From an optimization exercise on the open Yosys and OpenROAD flow, aimed at small area and a short achievable clock period; shortcuts taken in it are not production practice.
In this exercise RTL edits were held to simulation tests only and were not proved equivalent to the original.

## flow/design.v (module list and top-level ports; edited modules follow where they fit)
// module am_modem: 2580 lines
// module ab_add: 123 lines
// module k51_add: 164 lines
// module prod_add: 308 lines
module am_modem(
    input wire clk_pin,
    input wire reset_pin,
    input wire [15:0] carrier,
    input wire [15:0] tone_a,
    input wire [15:0] tone_b,
    output wire [31:0] am_mod,
    output wire [15:0] demod
);
  // ...
==> flow/flow/run.sh <==
#!/bin/bash
# Layout flow: the standard flow (standard.sh) with two changes:
#  - Yosys's generic synth skips its internal ABC pass (SYNTH_ARGS=-noabc), so the full-adder
#    extraction sees the adders as written; registers and their names are unchanged.
#  - ports are buffered with buf_2 cells instead of the default clkdlybuf4s50_1.
# The make output goes to standard.log; ORFS keeps each tool's log under orfs/logs/.
set -uo pipefail
bash standard.sh SYNTH_ARGS=-noabc "BUFFER_PORTS_ARGS=-buffer_cell sky130_fd_sc_hd__buf_2" finish > standard.log 2>&1
status=$?
tail -n 20 standard.log
exit $status
==> flow/standard.sh <==
#!/bin/bash
# synth_recipe.tcl (not shown) runs the flow's synth.tcl, then flattens the netlist and writes it again
# the make line also repeats each setting of config.mk as NAME=value (left out here)
make -C /OpenROAD-flow-scripts/flow DESIGN_CONFIG=/design/flow/config.mk WORK_HOME=/design/flow/orfs CLKGATE_MAP_FILE= SYNTH_SCRIPT=/design/flow/synth_recipe.tcl "${@:-finish}"
==> flow/config.mk <==
export PLATFORM = sky130hd
export DESIGN_NAME = am_modem
export DESIGN_NICKNAME = am_modem
export VERILOG_FILES = /design/flow/design.v
export SDC_FILE = /design/flow/constraint.sdc
export NUM_CORES = 4
export LEC_CHECK = 0
export ABC_AREA = 1
export CAP_MARGIN = 20
export CORE_MARGIN = 2
export CORE_UTILIZATION = 60
export SLEW_MARGIN = 20
export SYNTH_HIERARCHICAL = 1
==> flow/constraint.sdc <==
create_clock -name core_clock -period 60.0 [get_ports {clk_pin}]
set_input_delay 12.0000 -clock core_clock [delete_from_list [all_inputs] [get_ports {clk_pin}]]
set_output_delay 12.0000 -clock core_clock [all_outputs]
set_load 0.01 [all_outputs]
==> reports/metrics.yaml, run 1 <==
top_layer: "met5"
viasPerCell: 5.52
layout.nonclk_buf_share_pct: 1.73
ff2ff_setup_slack_ns: 46.44
min_period_ns: 18.09
hold_end: "lp[30]"
grt-ovfl-total: 0
clockBufferDepth: 3
taps: 607
worst_pin_slew_ns: 0.989
ys_warn_count: 7
area_dominant_class: "multi-input combinational cells"
grt_max_degree: 52
wl_met2_um: 35600
status: "no timing/DRC/antenna violations"
final.setup.tns_ns: 0
min-delay-start: "lp[30]"
cp.required_ns: 48.00
syn_area_um2: 28100
arrival_ns: 6.09
finalHoldViolCount: 0
drcViolationCount: 0
placed_cells: 4310
clockBufferCount: 34
fin_skew_ns: 0.0395
grt_first_pass_wirelength_um: 117000
grt.met2_usage_pct: 54.3
final-clk-cell-share_pct: 3.39
endpoint_kind: "output port"
antennaDiodeCount: 0
hold_class: "flip-flop to flip-flop"
num_rows: 79
rsz0062_at_grt: "no"
place_congestion: 1.04
==> inputs of run 2 (changes only) <==
--- a/flow/design.v
+++ b/flow/design.v
@@ -83,18 +83,18 @@
 wire s31 = ab_s[16] ^ ab_s[16] ^ ab_s[16];
 wire c32 = (ab_s[16] & ab_s[16]) | (ab_s[16] & ab_s[16]) | (ab_s[16] & ab_s[16]);
 wire s33 = ab_s[16] ^ ab_s[16] ^ ab_s[16];
 wire c34 = (ab_s[16] & ab_s[16]) | (ab_s[16] & ab_s[16]) | (ab_s[16] & ab_s[16]);
 wire s35 = ab_s[5] ^ ab_s[4];
 wire c36 = ab_s[5] & ab_s[4];
 wire s37 = ab_s[2] ^ ab_s[1] ^ s1;
 wire c38 = (ab_s[2] & ab_s[1]) | (ab_s[2] & s1) | (ab_s[1] & s1);
-wire s39 = ab_s[2] ^ s3 ^ c2;
-wire c40 = (ab_s[2] & s3) | (ab_s[2] & c2) | (s3 & c2);
+wire s39 = ab_s[2] ^ c2 ^ s3;
+wire c40 = (ab_s[2] & c2) | (ab_s[2] & s3) | (c2 & s3);
 wire s41 = ab_s[3] ^ s5 ^ c4;
 wire c42 = (ab_s[3] & s5) | (ab_s[3] & c4) | (s5 & c4);
 wire s43 = ab_s[4] ^ s7 ^ c6;
 wire c44 = (ab_s[4] & s7) | (ab_s[4] & c6) | (s7 & c6);
 wire s45 = ab_s[5] ^ s9 ^ c8;
 wire c46 = (ab_s[5] & s9) | (ab_s[5] & c8) | (s9 & c8);
 wire s47 = ab_s[6] ^ s11 ^ c10;
 wire c48 = (ab_s[6] & s11) | (ab_s[6] & c10) | (s11 & c10);
@@ -246,20 +246,22 @@
 assign btwo_in[1] = n84;
 assign btwo_in[2] = n87;
 assign btwo_in[3] = n90;
 assign btwo_in[4] = n93;
 assign btwo_in[5] = n96;
 assign btwo_in[6] = n99;
 assign btwo_in[7] = n102;
 reg [21:0] k_r;
+reg [21:0] kn_r;    
 reg [7:0] bneg, bone, btwo;
 reg [7:0] bnegn, bonen, btwon;    
 always @(posedge clk_pin) begin
     k_r <= k_in;
+    kn_r <= ~k_in;
     bneg <= bneg_in; bone <= bone_in; btwo <= btwo_in;
     bnegn <= ~bneg_in; bonen <= ~bone_in; btwon <= ~btwo_in;
 end
 wire pp103 = ((bone[0] & k_r[0])) ^ bneg[0];
 wire pp104 = ((bone[0] & k_r[1]) | (btwo[0] & k_r[0])) ^ bneg[0];
 wire pp105 = ((bone[0] & k_r[2]) | (btwo[0] & k_r[1])) ^ bneg[0];
 wire pp106 = ((bone[0] & k_r[3]) | (btwo[0] & k_r[2])) ^ bneg[0];
 wire pp107 = ((bone[0] & k_r[4]) | (btwo[0] & k_r[3])) ^ bneg[0];
@@ -345,108 +347,108 @@
 wire pp187 = ((~bonen[3] & k_r[15]) | (~btwon[3] & k_r[14])) ^ ~bnegn[3];
 wire pp188 = ((~bonen[3] & k_r[16]) | (~btwon[3] & k_r[15])) ^ ~bnegn[3];
 wire pp189 = ((~bonen[3] & k_r[17]) | (~btwon[3] & k_r[16])) ^ ~bnegn[3];
 wire pp190 = ((~bonen[3] & k_r[18]) | (~btwon[3] & k_r[17])) ^ ~bnegn[3];
 wire pp191 = ((~bonen[3] & k_r[19]) | (~btwon[3] & k_r[18])) ^ ~bnegn[3];
 wire pp192 = ((~bonen[3] & k_r[20]) | (~btwon[3] & k_r[19])) ^ ~bnegn[3];
 wire pp193 = ((~bonen[3] & k_r[21]) | (~btwon[3] & k_r[20])) ^ ~bnegn[3];
 wire pp194 = ((~btwon[3] & k_r[21])) ^ ~bnegn[3];
-wire pp195 = ((bone[4] & k_r[0])) ^ bneg[4];
-wire pp196 = ((bone[4] & k_r[1]) | (btwo[4] & k_r[0])) ^ bneg[4];
-wire pp197 = ((bone[4] & k_r[2]) | (btwo[4] & k_r[1])) ^ bneg[4];
-wire pp198 = ((bone[4] & k_r[3]) | (btwo[4] & k_r[2])) ^ bneg[4];
-wire pp199 = ((bone[4] & k_r[4]) | (btwo[4] & k_r[3])) ^ bneg[4];
-wire pp200 = ((bone[4] & k_r[5]) | (btwo[4] & k_r[4])) ^ bneg[4];
-wire pp201 = ((bone[4] & k_r[6]) | (btwo[4] & k_r[5])) ^ bneg[4];
-wire pp202 = ((bone[4] & k_r[7]) | (btwo[4] & k_r[6])) ^ bneg[4];
-wire pp203 = ((bone[4] & k_r[8]) | (btwo[4] & k_r[7])) ^ bneg[4];
-wire pp204 = ((bone[4] & k_r[9]) | (btwo[4] & k_r[8])) ^ bneg[4];
-wire pp205 = ((bone[4] & k_r[10]) | (btwo[4] & k_r[9])) ^ bneg[4];
-wire pp206 = ((bone[4] & k_r[11]) | (btwo[4] & k_r[10])) ^ bneg[4];
-wire pp207 = ((~bonen[4] & k_r[12]) | (~btwon[4] & k_r[11])) ^ ~bnegn[4];
-wire pp208 = ((~bonen[4] & k_r[13]) | (~btwon[4] & k_r[12])) ^ ~bnegn[4];
-wire pp209 = ((~bonen[4] & k_r[14]) | (~btwon[4] & k_r[13])) ^ ~bnegn[4];
-wire pp210 = ((~bonen[4] & k_r[15]) | (~btwon[4] & k_r[14])) ^ ~bnegn[4];
-wire pp211 = ((~bonen[4] & k_r[16]) | (~btwon[4] & k_r[15])) ^ ~bnegn[4];
-wire pp212 = ((~bonen[4] & k_r[17]) | (~btwon[4] & k_r[16])) ^ ~bnegn[4];
-wire pp213 = ((~bonen[4] & k_r[18]) | (~btwon[4] & k_r[17])) ^ ~bnegn[4];
-wire pp214 = ((~bonen[4] & k_r[19]) | (~btwon[4] & k_r[18])) ^ ~bnegn[4];
-wire pp215 = ((~bonen[4] & k_r[20]) | (~btwon[4] & k_r[19])) ^ ~bnegn[4];
-wire pp216 = ((~bonen[4] & k_r[21]) | (~btwon[4] & k_r[20])) ^ ~bnegn[4];
-wire pp217 = ((~btwon[4] & k_r[21])) ^ ~bnegn[4];
-wire pp218 = ((bone[5] & k_r[0])) ^ bneg[5];
-wire pp219 = ((bone[5] & k_r[1]) | (btwo[5] & k_r[0])) ^ bneg[5];
-wire pp220 = ((bone[5] & k_r[2]) | (btwo[5] & k_r[1])) ^ bneg[5];
-wire pp221 = ((bone[5] & k_r[3]) | (btwo[5] & k_r[2])) ^ bneg[5];
-wire pp222 = ((bone[5] & k_r[4]) | (btwo[5] & k_r[3])) ^ bneg[5];
-wire pp223 = ((bone[5] & k_r[5]) | (btwo[5] & k_r[4])) ^ bneg[5];
-wire pp224 = ((bone[5] & k_r[6]) | (btwo[5] & k_r[5])) ^ bneg[5];
-wire pp225 = ((bone[5] & k_r[7]) | (btwo[5] & k_r[6])) ^ bneg[5];
-wire pp226 = ((bone[5] & k_r[8]) | (btwo[5] & k_r[7])) ^ bneg[5];
-wire pp227 = ((bone[5] & k_r[9]) | (btwo[5] & k_r[8])) ^ bneg[5];
-wire pp228 = ((bone[5] & k_r[10]) | (btwo[5] & k_r[9])) ^ bneg[5];
-wire pp229 = ((bone[5] & k_r[11]) | (btwo[5] & k_r[10])) ^ bneg[5];
-wire pp230 = ((~bonen[5] & k_r[12]) | (~btwon[5] & k_r[11])) ^ ~bnegn[5];
-wire pp231 = ((~bonen[5] & k_r[13]) | (~btwon[5] & k_r[12])) ^ ~bnegn[5];
-wire pp232 = ((~bonen[5] & k_r[14]) | (~btwon[5] & k_r[13])) ^ ~bnegn[5];
-wire pp233 = ((~bonen[5] & k_r[15]) | (~btwon[5] & k_r[14])) ^ ~bnegn[5];
-wire pp234 = ((~bonen[5] & k_r[16]) | (~btwon[5] & k_r[15])) ^ ~bnegn[5];
-wire pp235 = ((~bonen[5] & k_r[17]) | (~btwon[5] & k_r[16])) ^ ~bnegn[5];
-wire pp236 = ((~bonen[5] & k_r[18]) | (~btwon[5] & k_r[17])) ^ ~bnegn[5];
-wire pp237 = ((~bonen[5] & k_r[19]) | (~btwon[5] & k_r[18])) ^ ~bnegn[5];
-wire pp238 = ((~bonen[5] & k_r[20]) | (~btwon[5] & k_r[19])) ^ ~bnegn[5];
-wire pp239 = ((~bonen[5] & k_r[21]) | (~btwon[5] & k_r[20])) ^ ~bnegn[5];
-wire pp240 = ((~btwon[5] & k_r[21])) ^ ~bnegn[5];
-wire pp241 = ((bone[6] & k_r[0])) ^ bneg[6];
-wire pp242 = ((bone[6] & k_r[1]) | (btwo[6] & k_r[0])) ^ bneg[6];
-wire pp243 = ((bone[6] & k_r[2]) | (btwo[6] & k_r[1])) ^ bneg[6];
-wire pp244 = ((bone[6] & k_r[3]) | (btwo[6] & k_r[2])) ^ bneg[6];
-wire pp245 = ((bone[6] & k_r[4]) | (btwo[6] & k_r[3])) ^ bneg[6];
-wire pp246 = ((bone[6] & k_r[5]) | (btwo[6] & k_r[4])) ^ bneg[6];
-wire pp247 = ((bone[6] & k_r[6]) | (btwo[6] & k_r[5])) ^ bneg[6];
-wire pp248 = ((bone[6] & k_r[7]) | (btwo[6] & k_r[6])) ^ bneg[6];
-wire pp249 = ((bone[6] & k_r[8]) | (btwo[6] & k_r[7])) ^ bneg[6];
-wire pp250 = ((bone[6] & k_r[9]) | (btwo[6] & k_r[8])) ^ bneg[6];
-wire pp251 = ((bone[6] & k_r[10]) | (btwo[6] & k_r[9])) ^ bneg[6];
-wire pp252 = ((bone[6] & k_r[11]) | (btwo[6] & k_r[10])) ^ bneg[6];
-wire pp253 = ((~bonen[6] & k_r[12]) | (~btwon[6] & k_r[11])) ^ ~bnegn[6];
-wire pp254 = ((~bonen[6] & k_r[13]) | (~btwon[6] & k_r[12])) ^ ~bnegn[6];
-wire pp255 = ((~bonen[6] & k_r[14]) | (~btwon[6] & k_r[13])) ^ ~bnegn[6];
-wire pp256 = ((~bonen[6] & k_r[15]) | (~btwon[6] & k_r[14])) ^ ~bnegn[6];
-wire pp257 = ((~bonen[6] & k_r[16]) | (~btwon[6] & k_r[15])) ^ ~bnegn[6];
-wire pp258 = ((~bonen[6] & k_r[17]) | (~btwon[6] & k_r[16])) ^ ~bnegn[6];
-wire pp259 = ((~bonen[6] & k_r[18]) | (~btwon[6] & k_r[17])) ^ ~bnegn[6];
-wire pp260 = ((~bonen[6] & k_r[19]) | (~btwon[6] & k_r[18])) ^ ~bnegn[6];
-wire pp261 = ((~bonen[6] & k_r[20]) | (~btwon[6] & k_r[19])) ^ ~bnegn[6];
-wire pp262 = ((~bonen[6] & k_r[21]) | (~btwon[6] & k_r[20])) ^ ~bnegn[6];
-wire pp263 = ((~btwon[6] & k_r[21])) ^ ~bnegn[6];
-wire pp264 = ((bone[7] & k_r[0])) ^ bneg[7];
-wire pp265 = ((bone[7] & k_r[1]) | (btwo[7] & k_r[0])) ^ bneg[7];
-wire pp266 = ((bone[7] & k_r[2]) | (btwo[7] & k_r[1])) ^ bneg[7];
-wire pp267 = ((bone[7] & k_r[3]) | (btwo[7] & k_r[2])) ^ bneg[7];
-wire pp268 = ((bone[7] & k_r[4]) | (btwo[7] & k_r[3])) ^ bneg[7];
-wire pp269 = ((bone[7] & k_r[5]) | (btwo[7] & k_r[4])) ^ bneg[7];
-wire pp270 = ((bone[7] & k_r[6]) | (btwo[7] & k_r[5])) ^ bneg[7];
-wire pp271 = ((bone[7] & k_r[7]) | (btwo[7] & k_r[6])) ^ bneg[7];
-wire pp272 = ((bone[7] & k_r[8]) | (btwo[7] & k_r[7])) ^ bneg[7];
-wire pp273 = ((bone[7] & k_r[9]) | (btwo[7] & k_r[8])) ^ bneg[7];
-wire pp274 = ((bone[7] & k_r[10]) | (btwo[7] & k_r[9])) ^ bneg[7];
-wire pp275 = ((bone[7] & k_r[11]) | (btwo[7] & k_r[10])) ^ bneg[7];
-wire pp276 = ((~bonen[7] & k_r[12]) | (~btwon[7] & k_r[11])) ^ ~bnegn[7];
-wire pp277 = ((~bonen[7] & k_r[13]) | (~btwon[7] & k_r[12])) ^ ~bnegn[7];
-wire pp278 = ((~bonen[7] & k_r[14]) | (~btwon[7] & k_r[13])) ^ ~bnegn[7];
-wire pp279 = ((~bonen[7] & k_r[15]) | (~btwon[7] & k_r[14])) ^ ~bnegn[7];
-wire pp280 = ((~bonen[7] & k_r[16]) | (~btwon[7] & k_r[15])) ^ ~bnegn[7];
-wire pp281 = ((~bonen[7] & k_r[17]) | (~btwon[7] & k_r[16])) ^ ~bnegn[7];
-wire pp282 = ((~bonen[7] & k_r[18]) | (~btwon[7] & k_r[17])) ^ ~bnegn[7];
-wire pp283 = ((~bonen[7] & k_r[19]) | (~btwon[7] & k_r[18])) ^ ~bnegn[7];
-wire pp284 = ((~bonen[7] & k_r[20]) | (~btwon[7] & k_r[19])) ^ ~bnegn[7];
-wire pp285 = ((~bonen[7] & k_r[21]) | (~btwon[7] & k_r[20])) ^ ~bnegn[7];
-wire pp286 = ((~btwon[7] & k_r[21])) ^ ~bnegn[7];
+wire pp195 = ((bone[4] & ~kn_r[0])) ^ bneg[4];
+wire pp196 = ((bone[4] & ~kn_r[1]) | (btwo[4] & ~kn_r[0])) ^ bneg[4];
+wire pp197 = ((bone[4] & ~kn_r[2]) | (btwo[4] & ~kn_r[1])) ^ bneg[4];
+wire pp198 = ((bone[4] & ~kn_r[3]) | (btwo[4] & ~kn_r[2])) ^ bneg[4];
+wire pp199 = ((bone[4] & ~kn_r[4]) | (btwo[4] & ~kn_r[3])) ^ bneg[4];
+wire pp200 = ((bone[4] & ~kn_r[5]) | (btwo[4] & ~kn_r[4])) ^ bneg[4];
+wire pp201 = ((bone[4] & ~kn_r[6]) | (btwo[4] & ~kn_r[5])) ^ bneg[4];
+wire pp202 = ((bone[4] & ~kn_r[7]) | (btwo[4] & ~kn_r[6])) ^ bneg[4];
+wire pp203 = ((bone[4] & ~kn_r[8]) | (btwo[4] & ~kn_r[7])) ^ bneg[4];
+wire pp204 = ((bone[4] & ~kn_r[9]) | (btwo[4] & ~kn_r[8])) ^ bneg[4];
+wire pp205 = ((bone[4] & ~kn_r[10]) | (btwo[4] & ~kn_r[9])) ^ bneg[4];
+wire pp206 = ((bone[4] & ~kn_r[11]) | (btwo[4] & ~kn_r[10])) ^ bneg[4];
+wire pp207 = ((~bonen[4] & ~kn_r[12]) | (~btwon[4] & ~kn_r[11])) ^ ~bnegn[4];
+wire pp208 = ((~bonen[4] & ~kn_r[13]) | (~btwon[4] & ~kn_r[12])) ^ ~bnegn[4];
+wire pp209 = ((~bonen[4] & ~kn_r[14]) | (~btwon[4] & ~kn_r[13])) ^ ~bnegn[4];
+wire pp210 = ((~bonen[4] & ~kn_r[15]) | (~btwon[4] & ~kn_r[14])) ^ ~bnegn[4];
+wire pp211 = ((~bonen[4] & ~kn_r[16]) | (~btwon[4] & ~kn_r[15])) ^ ~bnegn[4];
+wire pp212 = ((~bonen[4] & ~kn_r[17]) | (~btwon[4] & ~kn_r[16])) ^ ~bnegn[4];
+wire pp213 = ((~bonen[4] & ~kn_r[18]) | (~btwon[4] & ~kn_r[17])) ^ ~bnegn[4];
+wire pp214 = ((~bonen[4] & ~kn_r[19]) | (~btwon[4] & ~kn_r[18])) ^ ~bnegn[4];
+wire pp215 = ((~bonen[4] & ~kn_r[20]) | (~btwon[4] & ~kn_r[19])) ^ ~bnegn[4];
+wire pp216 = ((~bonen[4] & ~kn_r[21]) | (~btwon[4] & ~kn_r[20])) ^ ~bnegn[4];
+wire pp217 = ((~btwon[4] & ~kn_r[21])) ^ ~bnegn[4];
+wire pp218 = ((bone[5] & ~kn_r[0])) ^ bneg[5];
+wire pp219 = ((bone[5] & ~kn_r[1]) | (btwo[5] & ~kn_r[0])) ^ bneg[5];
+wire pp220 = ((bone[5] & ~kn_r[2]) | (btwo[5] & ~kn_r[1])) ^ bneg[5];
+wire pp221 = ((bone[5] & ~kn_r[3]) | (btwo[5] & ~kn_r[2])) ^ bneg[5];
+wire pp222 = ((bone[5] & ~kn_r[4]) | (btwo[5] & ~kn_r[3])) ^ bneg[5];
+wire pp223 = ((bone[5] & ~kn_r[5]) | (btwo[5] & ~kn_r[4])) ^ bneg[5];
+wire pp224 = ((bone[5] & ~kn_r[6]) | (btwo[5] & ~kn_r[5])) ^ bneg[5];
+wire pp225 = ((bone[5] & ~kn_r[7]) | (btwo[5] & ~kn_r[6])) ^ bneg[5];
+wire pp226 = ((bone[5] & ~kn_r[8]) | (btwo[5] & ~kn_r[7])) ^ bneg[5];
+wire pp227 = ((bone[5] & ~kn_r[9]) | (btwo[5] & ~kn_r[8])) ^ bneg[5];
+wire pp228 = ((bone[5] & ~kn_r[10]) | (btwo[5] & ~kn_r[9])) ^ bneg[5];
+wire pp229 = ((bone[5] & ~kn_r[11]) | (btwo[5] & ~kn_r[10])) ^ bneg[5];
+wire pp230 = ((~bonen[5] & ~kn_r[12]) | (~btwon[5] & ~kn_r[11])) ^ ~bnegn[5];
+wire pp231 = ((~bonen[5] & ~kn_r[13]) | (~btwon[5] & ~kn_r[12])) ^ ~bnegn[5];
+wire pp232 = ((~bonen[5] & ~kn_r[14]) | (~btwon[5] & ~kn_r[13])) ^ ~bnegn[5];
+wire pp233 = ((~bonen[5] & ~kn_r[15]) | (~btwon[5] & ~kn_r[14])) ^ ~bnegn[5];
+wire pp234 = ((~bonen[5] & ~kn_r[16]) | (~btwon[5] & ~kn_r[15])) ^ ~bnegn[5];
+wire pp235 = ((~bonen[5] & ~kn_r[17]) | (~btwon[5] & ~kn_r[16])) ^ ~bnegn[5];
+wire pp236 = ((~bonen[5] & ~kn_r[18]) | (~btwon[5] & ~kn_r[17])) ^ ~bnegn[5];
+wire pp237 = ((~bonen[5] & ~kn_r[19]) | (~btwon[5] & ~kn_r[18])) ^ ~bnegn[5];
+wire pp238 = ((~bonen[5] & ~kn_r[20]) | (~btwon[5] & ~kn_r[19])) ^ ~bnegn[5];
+wire pp239 = ((~bonen[5] & ~kn_r[21]) | (~btwon[5] & ~kn_r[20])) ^ ~bnegn[5];
+wire pp240 = ((~btwon[5] & ~kn_r[21])) ^ ~bnegn[5];
+wire pp241 = ((bone[6] & ~kn_r[0])) ^ bneg[6];
+wire pp242 = ((bone[6] & ~kn_r[1]) | (btwo[6] & ~kn_r[0])) ^ bneg[6];
+wire pp243 = ((bone[6] & ~kn_r[2]) | (btwo[6] & ~kn_r[1])) ^ bneg[6];
+wire pp244 = ((bone[6] & ~kn_r[3]) | (btwo[6] & ~kn_r[2])) ^ bneg[6];
+wire pp245 = ((bone[6] & ~kn_r[4]) | (btwo[6] & ~kn_r[3])) ^ bneg[6];
+wire pp246 = ((bone[6] & ~kn_r[5]) | (btwo[6] & ~kn_r[4])) ^ bneg[6];
+wire pp247 = ((bone[6] & ~kn_r[6]) | (btwo[6] & ~kn_r[5])) ^ bneg[6];
+wire pp248 = ((bone[6] & ~kn_r[7]) | (btwo[6] & ~kn_r[6])) ^ bneg[6];
+wire pp249 = ((bone[6] & ~kn_r[8]) | (btwo[6] & ~kn_r[7])) ^ bneg[6];
+wire pp250 = ((bone[6] & ~kn_r[9]) | (btwo[6] & ~kn_r[8])) ^ bneg[6];
+wire pp251 = ((bone[6] & ~kn_r[10]) | (btwo[6] & ~kn_r[9])) ^ bneg[6];
+wire pp252 = ((bone[6] & ~kn_r[11]) | (btwo[6] & ~kn_r[10])) ^ bneg[6];
+wire pp253 = ((~bonen[6] & ~kn_r[12]) | (~btwon[6] & ~kn_r[11])) ^ ~bnegn[6];
+wire pp254 = ((~bonen[6] & ~kn_r[13]) | (~btwon[6] & ~kn_r[12])) ^ ~bnegn[6];
+wire pp255 = ((~bonen[6] & ~kn_r[14]) | (~btwon[6] & ~kn_r[13])) ^ ~bnegn[6];
+wire pp256 = ((~bonen[6] & ~kn_r[15]) | (~btwon[6] & ~kn_r[14])) ^ ~bnegn[6];
+wire pp257 = ((~bonen[6] & ~kn_r[16]) | (~btwon[6] & ~kn_r[15])) ^ ~bnegn[6];
+wire pp258 = ((~bonen[6] & ~kn_r[17]) | (~btwon[6] & ~kn_r[16])) ^ ~bnegn[6];
+wire pp259 = ((~bonen[6] & ~kn_r[18]) | (~btwon[6] & ~kn_r[17])) ^ ~bnegn[6];
+wire pp260 = ((~bonen[6] & ~kn_r[19]) | (~btwon[6] & ~kn_r[18])) ^ ~bnegn[6];
+wire pp261 = ((~bonen[6] & ~kn_r[20]) | (~btwon[6] & ~kn_r[19])) ^ ~bnegn[6];
+wire pp262 = ((~bonen[6] & ~kn_r[21]) | (~btwon[6] & ~kn_r[20])) ^ ~bnegn[6];
+wire pp263 = ((~btwon[6] & ~kn_r[21])) ^ ~bnegn[6];
+wire pp264 = ((bone[7] & ~kn_r[0])) ^ bneg[7];
+wire pp265 = ((bone[7] & ~kn_r[1]) | (btwo[7] & ~kn_r[0])) ^ bneg[7];
+wire pp266 = ((bone[7] & ~kn_r[2]) | (btwo[7] & ~kn_r[1])) ^ bneg[7];
+wire pp267 = ((bone[7] & ~kn_r[3]) | (btwo[7] & ~kn_r[2])) ^ bneg[7];
+wire pp268 = ((bone[7] & ~kn_r[4]) | (btwo[7] & ~kn_r[3])) ^ bneg[7];
+wire pp269 = ((bone[7] & ~kn_r[5]) | (btwo[7] & ~kn_r[4])) ^ bneg[7];
+wire pp270 = ((bone[7] & ~kn_r[6]) | (btwo[7] & ~kn_r[5])) ^ bneg[7];
+wire pp271 = ((bone[7] & ~kn_r[7]) | (btwo[7] & ~kn_r[6])) ^ bneg[7];
+wire pp272 = ((bone[7] & ~kn_r[8]) | (btwo[7] & ~kn_r[7])) ^ bneg[7];
+wire pp273 = ((bone[7] & ~kn_r[9]) | (btwo[7] & ~kn_r[8])) ^ bneg[7];
+wire pp274 = ((bone[7] & ~kn_r[10]) | (btwo[7] & ~kn_r[9])) ^ bneg[7];
+wire pp275 = ((bone[7] & ~kn_r[11]) | (btwo[7] & ~kn_r[10])) ^ bneg[7];
+wire pp276 = ((~bonen[7] & ~kn_r[12]) | (~btwon[7] & ~kn_r[11])) ^ ~bnegn[7];
+wire pp277 = ((~bonen[7] & ~kn_r[13]) | (~btwon[7] & ~kn_r[12])) ^ ~bnegn[7];
+wire pp278 = ((~bonen[7] & ~kn_r[14]) | (~btwon[7] & ~kn_r[13])) ^ ~bnegn[7];
+wire pp279 = ((~bonen[7] & ~kn_r[15]) | (~btwon[7] & ~kn_r[14])) ^ ~bnegn[7];
+wire pp280 = ((~bonen[7] & ~kn_r[16]) | (~btwon[7] & ~kn_r[15])) ^ ~bnegn[7];
+wire pp281 = ((~bonen[7] & ~kn_r[17]) | (~btwon[7] & ~kn_r[16])) ^ ~bnegn[7];
+wire pp282 = ((~bonen[7] & ~kn_r[18]) | (~btwon[7] & ~kn_r[17])) ^ ~bnegn[7];
+wire pp283 = ((~bonen[7] & ~kn_r[19]) | (~btwon[7] & ~kn_r[18])) ^ ~bnegn[7];
+wire pp284 = ((~bonen[7] & ~kn_r[20]) | (~btwon[7] & ~kn_r[19])) ^ ~bnegn[7];
+wire pp285 = ((~bonen[7] & ~kn_r[21]) | (~btwon[7] & ~kn_r[20])) ^ ~bnegn[7];
+wire pp286 = ((~btwon[7] & ~kn_r[21])) ^ ~bnegn[7];
 wire s287 = pp113 ^ pp134;
 wire c288 = pp113 & pp134;
 wire s289 = pp114 ^ pp135;
 wire c290 = pp114 & pp135;
 wire s291 = pp115 ^ pp136 ^ pp157;
 wire c292 = (pp115 & pp136) | (pp115 & pp157) | (pp136 & pp157);
 wire s293 = pp178 ^ pp199;
 wire c294 = pp178 & pp199;
@@ -548,78 +550,78 @@
 wire s390 = pp218 ^ bneg[5] ^ s287;
 wire c391 = (pp218 & bneg[5]) | (pp218 & s287) | (bneg[5] & s287);
 wire s392 = pp156 ^ pp177 ^ pp198;
 wire c393 = (pp156 & pp177) | (pp156 & pp198) | (pp177 & pp198);
 wire s394 = pp219 ^ s289 ^ c288;
 wire c395 = (pp219 & s289) | (pp219 & c288) | (s289 & c288);
 wire s396 = pp220 ^ pp241 ^ bneg[6];
 wire c397 = (pp220 & pp241) | (pp220 & bneg[6]) | (pp241 & bneg[6]);
-wire s398 = s291 ^ s293 ^ c290;
-wire c399 = (s291 & s293) | (s291 & c290) | (s293 & c290);
-wire s400 = pp221 ^ pp242 ^ s295;
-wire c401 = (pp221 & pp242) | (pp221 & s295) | (pp242 & s295);
-wire s402 = s297 ^ c292 ^ c294;
-wire c403 = (s297 & c292) | (s297 & c294) | (c292 & c294);
-wire s404 = bneg[7] ^ s299 ^ s301;
-wire c405 = (bneg[7] & s299) | (bneg[7] & s301) | (s299 & s301);
-wire s406 = s303 ^ c296 ^ c298;
-wire c407 = (s303 & c296) | (s303 & c298) | (c296 & c298);
-wire s408 = s305 ^ s307 ^ s309;
-wire c409 = (s305 & s307) | (s305 & s309) | (s307 & s309);
-wire s410 = c300 ^ c302 ^ c304;
-wire c411 = (c300 & c302) | (c300 & c304) | (c302 & c304);
-wire s412 = s311 ^ s313 ^ s315;
-wire c413 = (s311 & s313) | (s311 & s315) | (s313 & s315);
-wire s414 = c306 ^ c308 ^ c310;
-wire c415 = (c306 & c308) | (c306 & c310) | (c308 & c310);
-wire s416 = s317 ^ s319 ^ s321;
-wire c417 = (s317 & s319) | (s317 & s321) | (s319 & s321);
-wire s418 = c312 ^ c314 ^ c316;
-wire c419 = (c312 & c314) | (c312 & c316) | (c314 & c316);
-wire s420 = s323 ^ s325 ^ s327;
-wire c421 = (s323 & s325) | (s323 & s327) | (s325 & s327);
-wire s422 = c318 ^ c320 ^ c322;
-wire c423 = (c318 & c320) | (c318 & c322) | (c320 & c322);
-wire s424 = s329 ^ s331 ^ s333;
-wire c425 = (s329 & s331) | (s329 & s333) | (s331 & s333);
-wire s426 = c324 ^ c326 ^ c328;
-wire c427 = (c324 & c326) | (c324 & c328) | (c326 & c328);
-wire s428 = s335 ^ s337 ^ s339;
-wire c429 = (s335 & s337) | (s335 & s339) | (s337 & s339);
-wire s430 = c330 ^ c332 ^ c334;
-wire c431 = (c330 & c332) | (c330 & c334) | (c332 & c334);
-wire s432 = s341 ^ s343 ^ s345;
-wire c433 = (s341 & s343) | (s341 & s345) | (s343 & s345);
-wire s434 = c336 ^ c338 ^ c340;
-wire c435 = (c336 & c338) | (c336 & c340) | (c338 & c340);
-wire s436 = s347 ^ s349 ^ s351;
-wire c437 = (s347 & s349) | (s347 & s351) | (s349 & s351);
-wire s438 = c342 ^ c344 ^ c346;
-wire c439 = (c342 & c344) | (c342 & c346) | (c344 & c346);
-wire s440 = s353 ^ s355 ^ s357;
-wire c441 = (s353 & s355) | (s353 & s357) | (s355 & s357);
-wire s442 = c348 ^ c350 ^ c352;
-wire c443 = (c348 & c350) | (c348 & c352) | (c350 & c352);
-wire s444 = s359 ^ s361 ^ n363;
-wire c445 = (s359 & s361) | (s359 & n363) | (s361 & n363);
+wire s398 = s293 ^ c290 ^ s291;
+wire c399 = (s293 & c290) | (s293 & s291) | (c290 & s291);
+wire s400 = pp221 ^ pp242 ^ s297;
+wire c401 = (pp221 & pp242) | (pp221 & s297) | (pp242 & s297);
+wire s402 = c294 ^ s295 ^ c292;
+wire c403 = (c294 & s295) | (c294 & c292) | (s295 & c292);
+wire s404 = bneg[7] ^ s303 ^ c298;
+wire c405 = (bneg[7] & s303) | (bneg[7] & c298) | (s303 & c298);
+wire s406 = s299 ^ s301 ^ c296;
+wire c407 = (s299 & s301) | (s299 & c296) | (s301 & c296);
+wire s408 = s309 ^ c304 ^ s305;
+wire c409 = (s309 & c304) | (s309 & s305) | (c304 & s305);
+wire s410 = s307 ^ c300 ^ c302;
+wire c411 = (s307 & c300) | (s307 & c302) | (c300 & c302);
+wire s412 = s315 ^ c310 ^ s311;
+wire c413 = (s315 & c310) | (s315 & s311) | (c310 & s311);
+wire s414 = s313 ^ c306 ^ c308;
+wire c415 = (s313 & c306) | (s313 & c308) | (c306 & c308);
+wire s416 = s321 ^ c316 ^ s317;
+wire c417 = (s321 & c316) | (s321 & s317) | (c316 & s317);
+wire s418 = s319 ^ c312 ^ c314;
+wire c419 = (s319 & c312) | (s319 & c314) | (c312 & c314);
+wire s420 = s327 ^ c322 ^ s323;
+wire c421 = (s327 & c322) | (s327 & s323) | (c322 & s323);
+wire s422 = s325 ^ c318 ^ c320;
+wire c423 = (s325 & c318) | (s325 & c320) | (c318 & c320);
+wire s424 = s333 ^ c328 ^ s329;
+wire c425 = (s333 & c328) | (s333 & s329) | (c328 & s329);
+wire s426 = s331 ^ c324 ^ c326;
+wire c427 = (s331 & c324) | (s331 & c326) | (c324 & c326);
+wire s428 = s339 ^ c334 ^ s335;
+wire c429 = (s339 & c334) | (s339 & s335) | (c334 & s335);
+wire s430 = s337 ^ c330 ^ c332;
+wire c431 = (s337 & c330) | (s337 & c332) | (c330 & c332);
+wire s432 = s345 ^ c340 ^ s341;
+wire c433 = (s345 & c340) | (s345 & s341) | (c340 & s341);
+wire s434 = s343 ^ c336 ^ c338;
+wire c435 = (s343 & c336) | (s343 & c338) | (c336 & c338);
+wire s436 = s351 ^ c346 ^ s347;
+wire c437 = (s351 & c346) | (s351 & s347) | (c346 & s347);
+wire s438 = s349 ^ c342 ^ c344;
+wire c439 = (s349 & c342) | (s349 & c344) | (c342 & c344);
+wire s440 = c352 ^ s353 ^ s355;
+wire c441 = (c352 & s353) | (c352 & s355) | (s353 & s355);
+wire s442 = s357 ^ c348 ^ c350;
+wire c443 = (s357 & c348) | (s357 & c350) | (c348 & c350);
+wire s444 = n363 ^ s359 ^ s361;
+wire c445 = (n363 & s359) | (n363 & s361) | (s359 & s361);
 wire s446 = c354 ^ c356 ^ c358;
 wire c447 = (c354 & c356) | (c354 & c358) | (c356 & c358);
-wire s448 = pp275 ^ s364 ^ s366;
-wire c449 = (pp275 & s364) | (pp275 & s366) | (s364 & s366);
-wire s450 = c360 ^ c362 ^ pp274;
-wire c451 = (c360 & c362) | (c360 & pp274) | (c362 & pp274);
-wire s452 = ~(pp276 ^ s368);
-wire c453 = pp276 | s368;
-wire s454 = s370 ^ c365 ^ c367;
-wire c455 = (s370 & c365) | (s370 & c367) | (c365 & c367);
+wire s448 = pp275 ^ pp274 ^ s364;
+wire c449 = (pp275 & pp274) | (pp275 & s364) | (pp274 & s364);
+wire s450 = s366 ^ c360 ^ c362;
+wire c451 = (s366 & c360) | (s366 & c362) | (c360 & c362);
+wire s452 = ~(pp276 ^ s370);
+wire c453 = pp276 | s370;
+wire s454 = s368 ^ c365 ^ c367;
+wire c455 = (s368 & c365) | (s368 & c367) | (c365 & c367);
 wire s456 = pp235 ^ pp256 ^ pp277;
 wire c457 = (pp235 & pp256) | (pp235 & pp277) | (pp256 & pp277);
-wire s458 = s372 ^ c369 ^ c371;
-wire c459 = (s372 & c369) | (s372 & c371) | (c369 & c371);
+wire s458 = c371 ^ s372 ^ c369;
+wire c459 = (c371 & s372) | (c371 & c369) | (s372 & c369);
 wire s460 = pp236 ^ pp257 ^ pp278;
 wire c461 = (pp236 & pp257) | (pp236 & pp278) | (pp257 & pp278);
 wire s462 = ~(s374 ^ c373);
 wire c463 = s374 | c373;
 wire s464 = bnegn[3] ^ pp216 ^ pp237;
 wire c465 = (bnegn[3] & pp216) | (bnegn[3] & pp237) | (pp216 & pp237);
 wire s466 = pp258 ^ pp279 ^ c375;
 wire c467 = (pp258 & pp279) | (pp258 & c375) | (pp279 & c375);
@@ -633,32 +635,32 @@
 wire s475 = pp107 ^ pp128;
 wire c476 = pp107 & pp128;
 wire s477 = pp108 ^ pp129;
 wire c478 = pp108 & pp129;
 wire s479 = pp151 ^ pp172 ^ bneg[3];
 wire c480 = (pp151 & pp172) | (pp151 & bneg[3]) | (pp172 & bneg[3]);
 wire s481 = pp152 ^ pp173 ^ s378;
 wire c482 = (pp152 & pp173) | (pp152 & s378) | (pp173 & s378);
-wire s483 = bneg[4] ^ s380 ^ s382;
-wire c484 = (bneg[4] & s380) | (bneg[4] & s382) | (s380 & s382);
-wire s485 = s384 ^ s386 ^ c381;
-wire c486 = (s384 & s386) | (s384 & c381) | (s386 & c381);
-wire s487 = s388 ^ s390 ^ c385;
-wire c488 = (s388 & s390) | (s388 & c385) | (s390 & c385);
-wire s489 = s392 ^ s394 ^ c389;
-wire c490 = (s392 & s394) | (s392 & c389) | (s394 & c389);
-wire s491 = s396 ^ s398 ^ c393;
-wire c492 = (s396 & s398) | (s396 & c393) | (s398 & c393);
-wire s493 = s400 ^ s402 ^ c397;
-wire c494 = (s400 & s402) | (s400 & c397) | (s402 & c397);
-wire s495 = s404 ^ s406 ^ c401;
-wire c496 = (s404 & s406) | (s404 & c401) | (s406 & c401);
-wire s497 = s408 ^ s410 ^ c405;
-wire c498 = (s408 & s410) | (s408 & c405) | (s410 & c405);
+wire s483 = bneg[4] ^ s382 ^ c379;
+wire c484 = (bneg[4] & s382) | (bneg[4] & c379) | (s382 & c379);
+wire s485 = s386 ^ c383 ^ s384;
+wire c486 = (s386 & c383) | (s386 & s384) | (c383 & s384);
+wire s487 = c387 ^ s388 ^ c385;
+wire c488 = (c387 & s388) | (c387 & c385) | (s388 & c385);
+wire s489 = s392 ^ c389 ^ s394;
+wire c490 = (s392 & c389) | (s392 & s394) | (c389 & s394);
+wire s491 = s396 ^ c393 ^ c395;
+wire c492 = (s396 & c393) | (s396 & c395) | (c393 & c395);
+wire s493 = c397 ^ s400 ^ s402;
+wire c494 = (c397 & s400) | (c397 & s402) | (s400 & s402);
+wire s495 = s404 ^ c401 ^ s406;
+wire c496 = (s404 & c401) | (s404 & s406) | (c401 & s406);
+wire s497 = c405 ^ s408 ^ s410;
+wire c498 = (c405 & s408) | (c405 & s410) | (s408 & s410);
 wire s499 = s412 ^ s414 ^ c409;
 wire c500 = (s412 & s414) | (s412 & c409) | (s414 & c409);
 wire s501 = s416 ^ s418 ^ c413;
 wire c502 = (s416 & s418) | (s416 & c413) | (s418 & c413);
 wire s503 = s420 ^ s422 ^ c417;
 wire c504 = (s420 & s422) | (s420 & c417) | (s422 & c417);
 wire s505 = s424 ^ s426 ^ c421;
 wire c506 = (s424 & s426) | (s424 & c421) | (s426 & c421);
@@ -671,56 +673,56 @@
 wire s513 = s440 ^ s442 ^ c437;
 wire c514 = (s440 & s442) | (s440 & c437) | (s442 & c437);
 wire s515 = s444 ^ s446 ^ c441;
 wire c516 = (s444 & s446) | (s444 & c441) | (s446 & c441);
 wire s517 = s448 ^ s450 ^ c445;
 wire c518 = (s448 & s450) | (s448 & c445) | (s450 & c445);
 wire s519 = s452 ^ s454 ^ c449;
 wire c520 = (s452 & s454) | (s452 & c449) | (s454 & c449);
-wire s521 = s456 ^ s458 ^ c453;
-wire c522 = (s456 & s458) | (s456 & c453) | (s458 & c453);
-wire s523 = s460 ^ s462 ^ c457;
-wire c524 = (s460 & s462) | (s460 & c457) | (s462 & c457);
-wire s525 = s464 ^ s466 ^ c461;
-wire c526 = (s464 & s466) | (s464 & c461) | (s466 & c461);
-wire s527 = s468 ^ n470 ^ c465;
-wire c528 = (s468 & n470) | (s468 & c465) | (n470 & c465);
-wire s529 = pp281 ^ s471 ^ c469;
-wire c530 = (pp281 & s471) | (pp281 & c469) | (s471 & c469);
+wire s521 = s456 ^ c453 ^ s458;
+wire c522 = (s456 & c453) | (s456 & s458) | (c453 & s458);
+wire s523 = s460 ^ c457 ^ s462;
+wire c524 = (s460 & c457) | (s460 & s462) | (c457 & s462);
+wire s525 = s464 ^ c461 ^ s466;
+wire c526 = (s464 & c461) | (s464 & s466) | (c461 & s466);
+wire s527 = n470 ^ s468 ^ c465;
+wire c528 = (n470 & s468) | (n470 & c465) | (s468 & c465);
+wire s529 = pp281 ^ pp280 ^ s471;
+wire c530 = (pp281 & pp280) | (pp281 & s471) | (pp280 & s471);
 wire s531 = ~(pp282 ^ s473);
 wire c532 = pp282 | s473;
 wire s533 = bnegn[5] ^ pp262 ^ pp283;
 wire c534 = (bnegn[5] & pp262) | (bnegn[5] & pp283) | (pp262 & pp283);
 wire s535 = pp263 ^ pp284;
 wire c536 = pp263 & pp284;
 wire s537 = pp105 ^ pp126;
 wire c538 = pp105 & pp126;
 wire s539 = pp106 ^ pp127;
 wire c540 = pp106 & pp127;
 wire s541 = pp149 ^ bneg[2] ^ s475;
 wire c542 = (pp149 & bneg[2]) | (pp149 & s475) | (bneg[2] & s475);
 wire s543 = pp150 ^ s477 ^ c476;
 wire c544 = (pp150 & s477) | (pp150 & c476) | (s477 & c476);
-wire s545 = s376 ^ s479 ^ c478;
-wire c546 = (s376 & s479) | (s376 & c478) | (s479 & c478);
-wire s547 = c377 ^ s481 ^ c480;
-wire c548 = (c377 & s481) | (c377 & c480) | (s481 & c480);
-wire s549 = c379 ^ s483 ^ c482;
-wire c550 = (c379 & s483) | (c379 & c482) | (s483 & c482);
-wire s551 = c383 ^ s485 ^ c484;
-wire c552 = (c383 & s485) | (c383 & c484) | (s485 & c484);
-wire s553 = c387 ^ s487 ^ c486;
-wire c554 = (c387 & s487) | (c387 & c486) | (s487 & c486);
-wire s555 = c391 ^ s489 ^ c488;
-wire c556 = (c391 & s489) | (c391 & c488) | (s489 & c488);
-wire s557 = c395 ^ s491 ^ c490;
-wire c558 = (c395 & s491) | (c395 & c490) | (s491 & c490);
-wire s559 = c399 ^ s493 ^ c492;
-wire c560 = (c399 & s493) | (c399 & c492) | (s493 & c492);
+wire s545 = s376 ^ c478 ^ s479;
+wire c546 = (s376 & c478) | (s376 & s479) | (c478 & s479);
+wire s547 = c377 ^ c480 ^ s481;
+wire c548 = (c377 & c480) | (c377 & s481) | (c480 & s481);
+wire s549 = s380 ^ s483 ^ c482;
+wire c550 = (s380 & s483) | (s380 & c482) | (s483 & c482);
+wire s551 = c381 ^ c484 ^ s485;
+wire c552 = (c381 & c484) | (c381 & s485) | (c484 & s485);
+wire s553 = s390 ^ s487 ^ c486;
+wire c554 = (s390 & s487) | (s390 & c486) | (s487 & c486);
+wire s555 = c391 ^ c488 ^ s489;
+wire c556 = (c391 & c488) | (c391 & s489) | (c488 & s489);
+wire s557 = s398 ^ s491 ^ c490;
+wire c558 = (s398 & s491) | (s398 & c490) | (s491 & c490);
+wire s559 = c399 ^ c492 ^ s493;
+wire c560 = (c399 & c492) | (c399 & s493) | (c492 & s493);
 wire s561 = c403 ^ s495 ^ c494;
 wire c562 = (c403 & s495) | (c403 & c494) | (s495 & c494);
 wire s563 = c407 ^ s497 ^ c496;
 wire c564 = (c407 & s497) | (c407 & c496) | (s497 & c496);
 wire s565 = c411 ^ s499 ^ c498;
 wire c566 = (c411 & s499) | (c411 & c498) | (s499 & c498);
 wire s567 = c415 ^ s501 ^ c500;
 wire c568 = (c415 & s501) | (c415 & c500) | (s501 & c500);
@@ -745,18 +747,18 @@
 wire s587 = c455 ^ s521 ^ c520;
 wire c588 = (c455 & s521) | (c455 & c520) | (s521 & c520);
 wire s589 = c459 ^ s523 ^ c522;
 wire c590 = (c459 & s523) | (c459 & c522) | (s523 & c522);
 wire s591 = c463 ^ s525 ^ c524;
 wire c592 = (c463 & s525) | (c463 & c524) | (s525 & c524);
 wire s593 = c467 ^ s527 ^ c526;
 wire c594 = (c467 & s527) | (c467 & c526) | (s527 & c526);
-wire s595 = pp280 ^ s529 ^ c528;
-wire c596 = (pp280 & s529) | (pp280 & c528) | (s529 & c528);
+wire s595 = c469 ^ s529 ^ c528;
+wire c596 = (c469 & s529) | (c469 & c528) | (s529 & c528);
 wire s597 = c472 ^ s531 ^ c530;
 wire c598 = (c472 & s531) | (c472 & c530) | (s531 & c530);
 wire s599 = c474 ^ s533 ^ c532;
 wire c600 = (c474 & s533) | (c474 & c532) | (s533 & c532);
 wire s601 = ~(s535 ^ c534);
 wire c602 = s535 | c534;
 wire s603 = bnegn[6] ^ pp285 ^ c536;
 wire c604 = (bnegn[6] & pp285) | (bnegn[6] & c536) | (pp285 & c536);
==> flow/config.mk (replaced) <==
export PLATFORM = sky130hd
export DESIGN_NAME = am_modem
export DESIGN_NICKNAME = am_modem
export VERILOG_FILES = /design/flow/design.v
export SDC_FILE = /design/flow/constraint.sdc
export NUM_CORES = 4
export LEC_CHECK = 0
export ABC_AREA = 1
export CAP_MARGIN = 20
export CORE_MARGIN = 2
export CORE_UTILIZATION = 70
export SLEW_MARGIN = 20
export SYNTH_HIERARCHICAL = 1
==> reports/metrics.yaml, run 2 <==
wl_met2_um: 34400  # was 35600 µm
cts.sink_count: 231  # was 209
ant_nets: 0  # unchanged
die_x_um: 206  # was 221 µm
syn_area_per_cell_um2: 7.52  # was 7.47 µm²
finalHoldViolCount: 0  # unchanged
status: "no timing/DRC/antenna violations"  # unchanged
hold_class: "flip-flop to flip-flop"  # unchanged
grt_max_degree: 47  # was 52
arrival_ns: 5.63  # was 6.09 ns
coreArea_um2: 40600  # was 46500 µm²
reg_top3: "hp x32, env x31, lp x31"  # unchanged
place_congestion: 0.926  # was 1.04
track_usage_pct: 31.5  # was 30.1%
dieHeight_um: 206  # was 221 µm
drcViolationCount: 0  # unchanged
final_cell_mix: "nand2_1 (829), inv_1 (549), xor2_1 (279)"  # was nand2_1 (856), inv_1 (515), xor2_1 (275)
regArea_um2: 4620  # was 4180 µm²
insertion_delay_ns: 0.58  # was 0.60 ns
grt_pass1_vias: 23824  # was 23994
crit_type: "flip-flop to output port"  # unchanged
critPathMaxFanout: 13  # was 34
worst_pin_slew_ns: 0.977  # was 0.989 ns
grt_first_pass_wirelength_um: 110000  # was 117000 µm
max_freq_mhz: 56.7  # was 55.3 MHz
post_cts_buffers: 0  # unchanged
largest_register_ffs: 32  # unchanged
start_util_pct: 70.5  # was 60.6%
endpoint_kind: "output port"  # unchanged
dp_hpwl_um: 54900  # was 59800 µm
num_rows: 74  # was 79
final.setup.tns_ns: 0  # unchanged
drv_slew: 0  # unchanged
regMostFlops: "hp"  # unchanged
critPathLaunchType: "flip-flop"  # unchanged
vias: 24486  # was 24065
synthCells: 3808  # was 3764
rsz0062_at_grt: "no"  # unchanged
grt-ovfl-total: 0  # unchanged
fin_crit_sh_pct: 29.4  # was 30.2%
ys_warn_count: 7  # unchanged
first_pass_iters: 7  # was 6
antenna_found_initial: 2  # was 1
min_period_ns: 17.63  # was 18.09 ns
maxCapViolCount: 0  # unchanged
layout_commonest_cell: "nand2_1"  # unchanged
drive_gt1_share_pct: 12.1  # was 11.6%
ios: 98  # unchanged
drt_wl_total_um: 66500  # was 72200 µm
drt_iter0_markers: 1636  # was 1422
cts_buffers: 27  # was 28
cts_tree: "done"  # unchanged
worst_path_most_repeated_cell: "fa_1"
dr_wl_met3_um: 2520  # was 2750 µm
hold_buffers: 0  # unchanged
post_cts_resized: 0  # unchanged
fillers: 3209  # was 4116
syn_to_final_growth_pct: 4.24  # was 4.97%
wire_per_inst_um: 15.4  # was 16.5 µm
portBuffers: 97  # unchanged
fin_skew_ns: 0.0288  # was 0.0395 ns
dieArea_um2: 42600  # was 48600 µm²
viasPerCell: 5.66  # was 5.52
finalSetupViolCount: 0  # unchanged
cp.required_ns: 48.00  # about the same
clockBufferDepth: 3  # unchanged
root_buffer: "clkbuf_16"  # unchanged
top_layer: "met4"  # was met5
fin_hold_ws_ns: 0.612  # was 0.608 ns
slew_headroom_pct: 34.8  # was 33.6%
multi_input_area_um2: 20900  # was 21000 µm²
cpPeakStageDelay_ns: 0.83  # was 0.69 ns
cp_slowest_cell: "dfxtp_1"  # was nand2_2
wl_met1_um: 27900  # was 29400 µm
nNetsFinal: 4322  # was 4283
clkTransAtPathRegs_ns: 0.06  # about the same
syn_area_um2: 28600  # was 28100 µm²
worstPathCellList: "xor2_1, fa_1, fa_1, fa_1, fa_1, ha_1, nand2_1, inv_1, nand2_1, nand2_1, a21oi_2, nand2_4, nand2_1, nand2_4, fa_1, xor2_1, buf_2"  # was inv_1, o22ai_1, xor2_1, fa_1, fa_1, fa_1, fa_1, ha_1, nand2_1, inv_1, nand2_1, nand2_1, nand2_1, nand2_2, a21oi_2, nand2_4, nand2_2, nand3_1, nand2_2, buf_2
cts_htree_levels: 1  # unchanged
## run 2: routing by layer
metal | track usage (%) | vias up
met4 | 8.24 | 0
met1 | 37.7 | 11668
met2 | 59.8 | 586
met3 | 3.04 | 121
met5 | 0 | -
li1 | - | 12111
## run 2: layout make-up
cell class / count / share of cell area [%]
Antenna cell: 1 / 0.00838
Clock buffer: 31 / 2.45
Clock inverter: 19 / 0.716
Inverter: 586 / 7.37
Multi-Input combinational cell: 2828 / 70.1
Sequential cell: 231 / 15.5
Tap cell: 532 / 2.23
Timing Repair Buffer: 99 / 1.68
## run 2: final timing paths
path | depth (start not counted) | slack (ns) | endpoint | from
worst max-delay path | 17 | 42.37 | am_mod[26] | bneg[4]
worst min-delay path | 1 | 0.61 | dm[0] | hp[15]
worst max register to register | 127 | 46.16 | lp[25] | env[26]
worst min register to register | 1 | 0.61 | dm[0] | hp[15]
## run 2: critical path, delay by kind of cell (launching register included)
kind / cells / cell delay (ns)
fa+ha+maj: 6 / 2.62
xor+xnor: 2 / 0.52
compound gates: 1 / 0.15
simple gates: 6 / 0.69
buf+inv: 2 / 0.23
flops: 1 / 0.83
## run 2: stage by stage
step                util [%]  worst slack, ns  cell area, µm²  cells
floorplan                  -            43.37           28700   3809
global placement        71.1            43.10           28900   4276
detailed placement      71.1            42.95           28900   4276
CTS                     73.4            42.37           29900   4326
global route            73.5            42.03           29900   4326
finish                  73.5            42.37           29900   4327
==> inputs of run 3 (changes only) <==
--- a/flow/config.mk
+++ b/flow/config.mk
@@ -10,3 +10,5 @@
 export CORE_MARGIN = 2
-export CORE_UTILIZATION = 70
+export CORE_UTILIZATION = 80
+export CTS_CLUSTER_DIAMETER = 150
+export CTS_CLUSTER_SIZE = 24
 export SLEW_MARGIN = 20
==> reports/metrics.yaml, run 3 <==
synthCells: 3808  # unchanged
nNetsFinal: 4309  # was 4322
endpoint_kind: "output port"  # unchanged
cts_buffers: 13  # was 27
wire_per_inst_um: 16.8  # was 15.4 µm
clkTransAtPathRegs_ns: 0.12  # was 0.06 ns
vias: 25276  # was 24486
hold_buffers: 0  # unchanged
start_util_pct: 80.9  # was 70.5%
cpPeakStageDelay_ns: 0.81  # was 0.83 ns
drt_wl_total_um: 70800  # was 66500 µm
maxCapViolCount: 0  # unchanged
cts_tree: "done"  # unchanged
hold_class: "flip-flop to flip-flop"  # unchanged
fin_skew_ns: 0.0643  # was 0.0288 ns
drive_gt1_share_pct: 11.3  # was 12.1%
finalSetupViolCount: 0  # unchanged
worst_pin_slew_ns: 0.950  # was 0.977 ns
cts_htree_levels: 1  # unchanged
crit_end: "am_mod[31]"  # was am_mod[26]
cts.sink_count: 231  # unchanged
drt_iter0_markers: 1907  # was 1636
cp.required_ns: 48.00  # about the same
crit_path_start: "bneg[7]"  # was bneg[4]
antenna_found_initial: 2  # unchanged
post-route-util_pct: 82.4  # was 73.5%
critPathLaunchType: "flip-flop"  # unchanged
worstPathCellList: "inv_1, xor2_1, ha_1, fa_1, fa_1, fa_1, ha_1, nand2_1, nor3_2, nand2_2, nand2_4, nand2_1, nand2_4, nand2_2, nand2_1, nand2_1, nand2_2, buf_2"  # was xor2_1, fa_1, fa_1, fa_1, fa_1, ha_1, nand2_1, inv_1, nand2_1, nand2_1, a21oi_2, nand2_4, nand2_1, nand2_4, fa_1, xor2_1, buf_2
grt-ovfl-total: 0  # unchanged
grt_max_degree: 50  # was 47
crit_type: "flip-flop to output port"  # unchanged
status: "no timing/DRC/antenna violations"  # unchanged
min-delay-start: "lp[30]"  # was hp[15]
layout_commonest_cell: "nand2_1"  # unchanged
arrival_ns: 5.65  # was 5.63 ns
grt_pass1_vias: 26172  # was 23824
dp_hpwl_um: 58500  # was 54900 µm
portBuffers: 97  # unchanged
r2r-start: "env[26]"  # unchanged
fin_crit_sh_pct: 29.4  # about the same
first_pass_iters: 9  # was 7
post_cts_buffers: 0  # unchanged
syn_area_per_cell_um2: 7.52  # unchanged
reg_top3: "hp x32, env x31, lp x31"  # unchanged
dp_slack_ns: 43.00  # was 42.95 ns
track_usage_pct: 38.2  # was 31.5%
slew_headroom_pct: 36.2  # was 34.8%
max_freq_mhz: 56.7  # about the same
ys_warn_count: 7  # unchanged
place_congestion: 0.942  # was 0.926
grt_first_pass_wirelength_um: 120000  # was 110000 µm
viasPerCell: 5.99  # was 5.66
min_period_ns: 17.65  # was 17.63 ns
post_cts_resized: 0  # unchanged
final.setup.tns_ns: 0  # unchanged
clockBufferDepth: 3  # unchanged
critPathMaxFanout: 12  # was 13
setup_slack_ns: 42.35  # was 42.37 ns
reg2reg_depth: 127  # unchanged
reg2reg_to: "lp[27]"  # was lp[25]
root_buffer: "clkbuf_16"  # unchanged
cp_slowest_cell: "dfxtp_1"  # unchanged
largest_register_ffs: 32  # unchanged
ios: 98  # unchanged
num_rows: 69  # was 74
ff2ff_setup_slack_ns: 45.57  # was 46.16 ns
insertion_delay_ns: 0.54  # was 0.58 ns
ant_nets: 0  # unchanged
drcViolationCount: 0  # unchanged
regMostFlops: "hp"  # unchanged
die_x_um: 193  # was 206 µm
rsz0062_at_grt: "no"  # unchanged
syn_area_um2: 28600  # unchanged
dieHeight_um: 193  # was 206 µm
fin_hold_ws_ns: 0.616  # was 0.612 ns
dieArea_um2: 37300  # was 42600 µm²
final_cell_mix: "nand2_1 (829), inv_1 (549), xor2_1 (279)"  # unchanged
finalHoldViolCount: 0  # unchanged
drv_slew: 0  # unchanged
worst_path_most_repeated_cell: "nand2_1"  # was fa_1
coreArea_um2: 35400  # was 40600 µm²
syn_to_final_growth_pct: 1.86  # was 4.24%
## run 3: changes by cell type in the layout (fill, tap and decap cells not counted)
cell | before | now
bufinv_16 | 3 | 0
clkinvlp_4 | 4 | 0
clkbuf_8 | 4 | 0
clkinv_4 | 4 | 0
clkbuf_16 | 27 | 13
inv_8 | 0 | 1
buf_4 | 2 | 3
inv_6 | 5 | 1
clkinv_2 | 3 | 0
## run 3: per-layer routing
layer	share of wire [%]	routed length [µm]	global-route usage [%]
met5	0.018	13	0
met4	5.2	3690	18.9
met3	5.2	3670	3.85
met2	51	36400	71.1
met1	38	27000	43.6
## run 3: how the worst min path moves through the flow
| stage | to | slack (ns) | cells after the start |
|---|---|---|---|
| after global placement | lp[30] | 0.58 | 4 |
| after detailed placement | lp[30] | 0.60 | 4 |
| after floorplan | dm[14] | 0.55 | 1 |
| after CTS | lp[30] | 0.61 | 4 |
| final | lp[30] | 0.62 | 4 |
| after global routing | dm[14] | 0.63 | 1 |
## run 3: cell type report
type,instances,area (µm²)
clock inverters,2,20.0
clock buffers,13,325
inverters,586,2200
well taps,461,577
repair buffers,100,508
diodes,1,2.50
flip-flops and latches,231,4620
multi-input cells,2828,20900
fillers,2293,6210
## run 3: metrics by stage
stage / cells / instance area (µm²)
5_1_grt: 4221 / 29200
2_1_floorplan: 3809 / 28700
6_report: 4222 / 29200
3_5_place_dp: 4206 / 28800
4_1_cts: 4221 / 29200
3_3_place_gp: 4206 / 28800
## run 3: worst max-delay path: cells and delay by family (launching register included)
kind / cells / cell delay (ns)
AND/OR/NAND/NOR: 10 / 1.51
buffers and inverters: 2 / 0.42
XOR/XNOR: 1 / 0.21
adder cells (fa/ha/maj): 5 / 2.14
flip-flops: 1 / 0.81
==> inputs of run 4 (changes only) <==
--- a/flow/config.mk
+++ b/flow/config.mk
@@ -10,3 +10,3 @@
 export CORE_MARGIN = 2
-export CORE_UTILIZATION = 80
+export CORE_UTILIZATION = 70
 export CTS_CLUSTER_DIAMETER = 150
==> reports/metrics.yaml, run 4 <==
maxCapViolCount: 0  # unchanged
rsz0062_at_grt: "no"  # unchanged
drive_gt1_share_pct: 11.2  # was 11.3%
die_x_um: 206  # was 193 µm
critPathLaunchType: "flip-flop"  # unchanged
hold_buffers: 0  # unchanged
clockBufferDepth: 3  # unchanged
syn_area_um2: 28600  # unchanged
grt.met2_usage_pct: 58.9  # was 71.1%
ff2ff_setup_slack_ns: 46.08  # was 45.57 ns
post-route-util_pct: 72.0  # was 82.4%
ys_warn_count: 7  # unchanged
max_freq_mhz: 56.8  # was 56.7 MHz
cts_htree_levels: 1  # unchanged
post_cts_buffers: 0  # unchanged
start_util_pct: 70.5  # was 80.9%
fin_skew_ns: 0.0413  # was 0.0643 ns
endpoint_kind: "output port"  # unchanged
final.setup.tns_ns: 0  # unchanged
nNetsFinal: 4308  # was 4309
drv_slew: 0  # unchanged
regMostFlops: "hp"  # unchanged
critPathMaxFanout: 13  # was 12
hold_class: "flip-flop to flip-flop"  # unchanged
r2r-start: "env[26]"  # unchanged
grtUsageMet3_pct: 2.89  # was 3.85%
min_period_ns: 17.59  # was 17.65 ns
dieArea_um2: 42600  # was 37300 µm²
first_pass_iters: 8  # was 9
num_rows: 74  # was 69
cts_tree: "done"  # unchanged
synthCells: 3808  # unchanged
antenna_found_initial: 1  # was 2
status: "no timing/DRC/antenna violations"  # unchanged
crit_type: "flip-flop to output port"  # unchanged
grt_util_met1_pct: 37.2  # was 43.6%
drt_wl_total_um: 65400  # was 70800 µm
grt_pass1_vias: 23632  # was 26172
worst_pin_slew_ns: 0.951  # was 0.950 ns
wire_per_inst_um: 15.2  # was 16.8 µm
finalHoldViolCount: 0  # unchanged
viasPerCell: 5.67  # was 5.99
post_cts_resized: 0  # unchanged
coreArea_um2: 40600  # was 35400 µm²
placed_cells: 4276  # was 4206
layout_commonest_cell: "nand2_1"  # unchanged
hold_end: "dm[0]"  # was lp[30]
reg2reg_to: "lp[25]"  # was lp[27]
portBuffers: 97  # unchanged
dieHeight_um: 206  # was 193 µm
cts.sink_count: 231  # unchanged
stdcell_count: 4292  # was 4222
slew_headroom_pct: 36.1  # was 36.2%
largest_register_ffs: 32  # unchanged
min-delay-start: "hp[15]"  # was lp[30]
syn_to_final_growth_pct: 2.12  # was 1.86%
vias: 24324  # was 25276
fin_crit_sh_pct: 29.3  # was 29.4%
grt_first_pass_wirelength_um: 108000  # was 120000 µm
hold_depth: 1  # was 4
finalSetupViolCount: 0  # unchanged
track_usage_pct: 30.9  # was 38.2%
syn_area_per_cell_um2: 7.52  # unchanged
cts_buffers: 13  # unchanged
ios: 98  # unchanged
arrival_ns: 5.59  # was 5.65 ns
place_congestion: 0.926  # was 0.942
drt_iter0_markers: 1657  # was 1907
ant_nets: 0  # unchanged
clkTransAtPathRegs_ns: 0.11  # was 0.12 ns
grt-ovfl-total: 0  # unchanged
grt.busiest_layer: "met2"  # unchanged
cp.required_ns: 48.00  # about the same
reg_top3: "hp x32, env x31, lp x31"  # unchanged
final_cell_mix: "nand2_1 (829), inv_1 (549), xor2_1 (279)"  # unchanged
drcViolationCount: 0  # unchanged
fin_hold_ws_ns: 0.620  # was 0.616 ns
reg2reg_depth: 127  # unchanged
grt_max_degree: 47  # was 50
dp_hpwl_um: 54900  # was 58500 µm
insertion_delay_ns: 0.52  # was 0.54 ns
root_buffer: "clkbuf_16"  # unchanged
[run 4: cell count changes in the layout (fill, tap and decap cells not counted), sizes merged]
cell / previous run / this run
buf: 100 / 99
clkbuf: 13 / 14
inv: 586 / 585
[run 4: cell type report]
cell class              instances  area (µm²)
multi-input cells            2828       20900
fillers                      3298       11400
flip-flops and latches        231        4620
inverters                     586        2200
well taps                     532         666
repair buffers                 99         500
clock buffers                  14         329
clock inverters                 1        8.76
diodes                          1        2.50
[run 4: worst max-delay path by stage]
stage              from    endpoint  slack (ns)  cells past startpoint
2_1_floorplan  bnegn[4]  am_mod[26]       43.37                     21
3_3_place_gp    bneg[4]  am_mod[26]       43.10                     17
3_5_place_dp    bneg[4]  am_mod[26]       42.95                     17
4_1_cts         bneg[4]  am_mod[26]       42.41                     17
5_1_grt         bneg[4]  am_mod[26]       42.07                     17
6_report        bneg[4]  am_mod[26]       42.41                     17
[run 4: per-layer routing]
| metal | wire (µm) | vias to the layer above | share of wire [%] |
|---|---|---|---|
| met5 | 0 | - | 0 |
| met4 | 1510 | 0 | 2.3 |
| met3 | 2620 | 111 | 4.0 |
| met2 | 33700 | 615 | 52 |
| met1 | 27500 | 11556 | 42 |
| li1 | - | 12042 | - |
[run 4: worst max-delay path: stages (launching register included)]
cell	delay, ns
dfxtp_1	0.84
xor2_1	0.28
fa_1	0.48
fa_1	0.47
fa_1	0.51
fa_1	0.42
ha_1	0.35
nand2_1	0.14
inv_1	0.06
nand2_1	0.06
nand2_1	0.05
a21oi_2	0.15
nand2_4	0.18
nand2_1	0.16
nand2_4	0.11
fa_1	0.39
xor2_1	0.24
buf_2	0.18
[run 4: through the flow]
stage,cell area [µm²],setup slack [ns]
after floorplan,28700,43.37
after global routing,29300,42.07
after detailed placement,28900,42.95
after CTS,29200,42.41
final,29300,42.41
after global placement,28900,43.10

[static timing again, ports no longer ideal]
Ports are ideal in the flow. The routed layouts listed here were re-timed in OpenROAD.
Step 1 sets driving cells, clkbuf_16 on the clock port and buf_2 on the other inputs (assumed; they add their load-dependent delay and slew).
Step 2 moves the port delays by t, midway between the first and last clock arrival at a register: inputs arrive t later, outputs are due t later. That takes back most of the time a late clock gives input paths.
Three values: ideal, step 1, step 2; two values: the first two.
| run | shift t [ns] | setup slack, ns | worst register clock-pin slew, ns | worst slew at a driven data input, ns |
|---|---|---|---|---|
| run 1 | 0.649 | 41.908 / 41.843 / 42.492 | 0.07 / 0.07 | 0.04 |
| run 2 | 0.619 | 42.369 / 42.310 / 42.929 | 0.07 / 0.07 | 0.05 |
| run 3 | 0.561 | 42.351 / 42.296 / 42.857 | 0.12 / 0.12 | 0.05 |
| run 4 | 0.556 | 42.406 / 42.350 / 42.906 | 0.12 / 0.12 | 0.05 |
After both steps setup and hold are still met in every run listed.
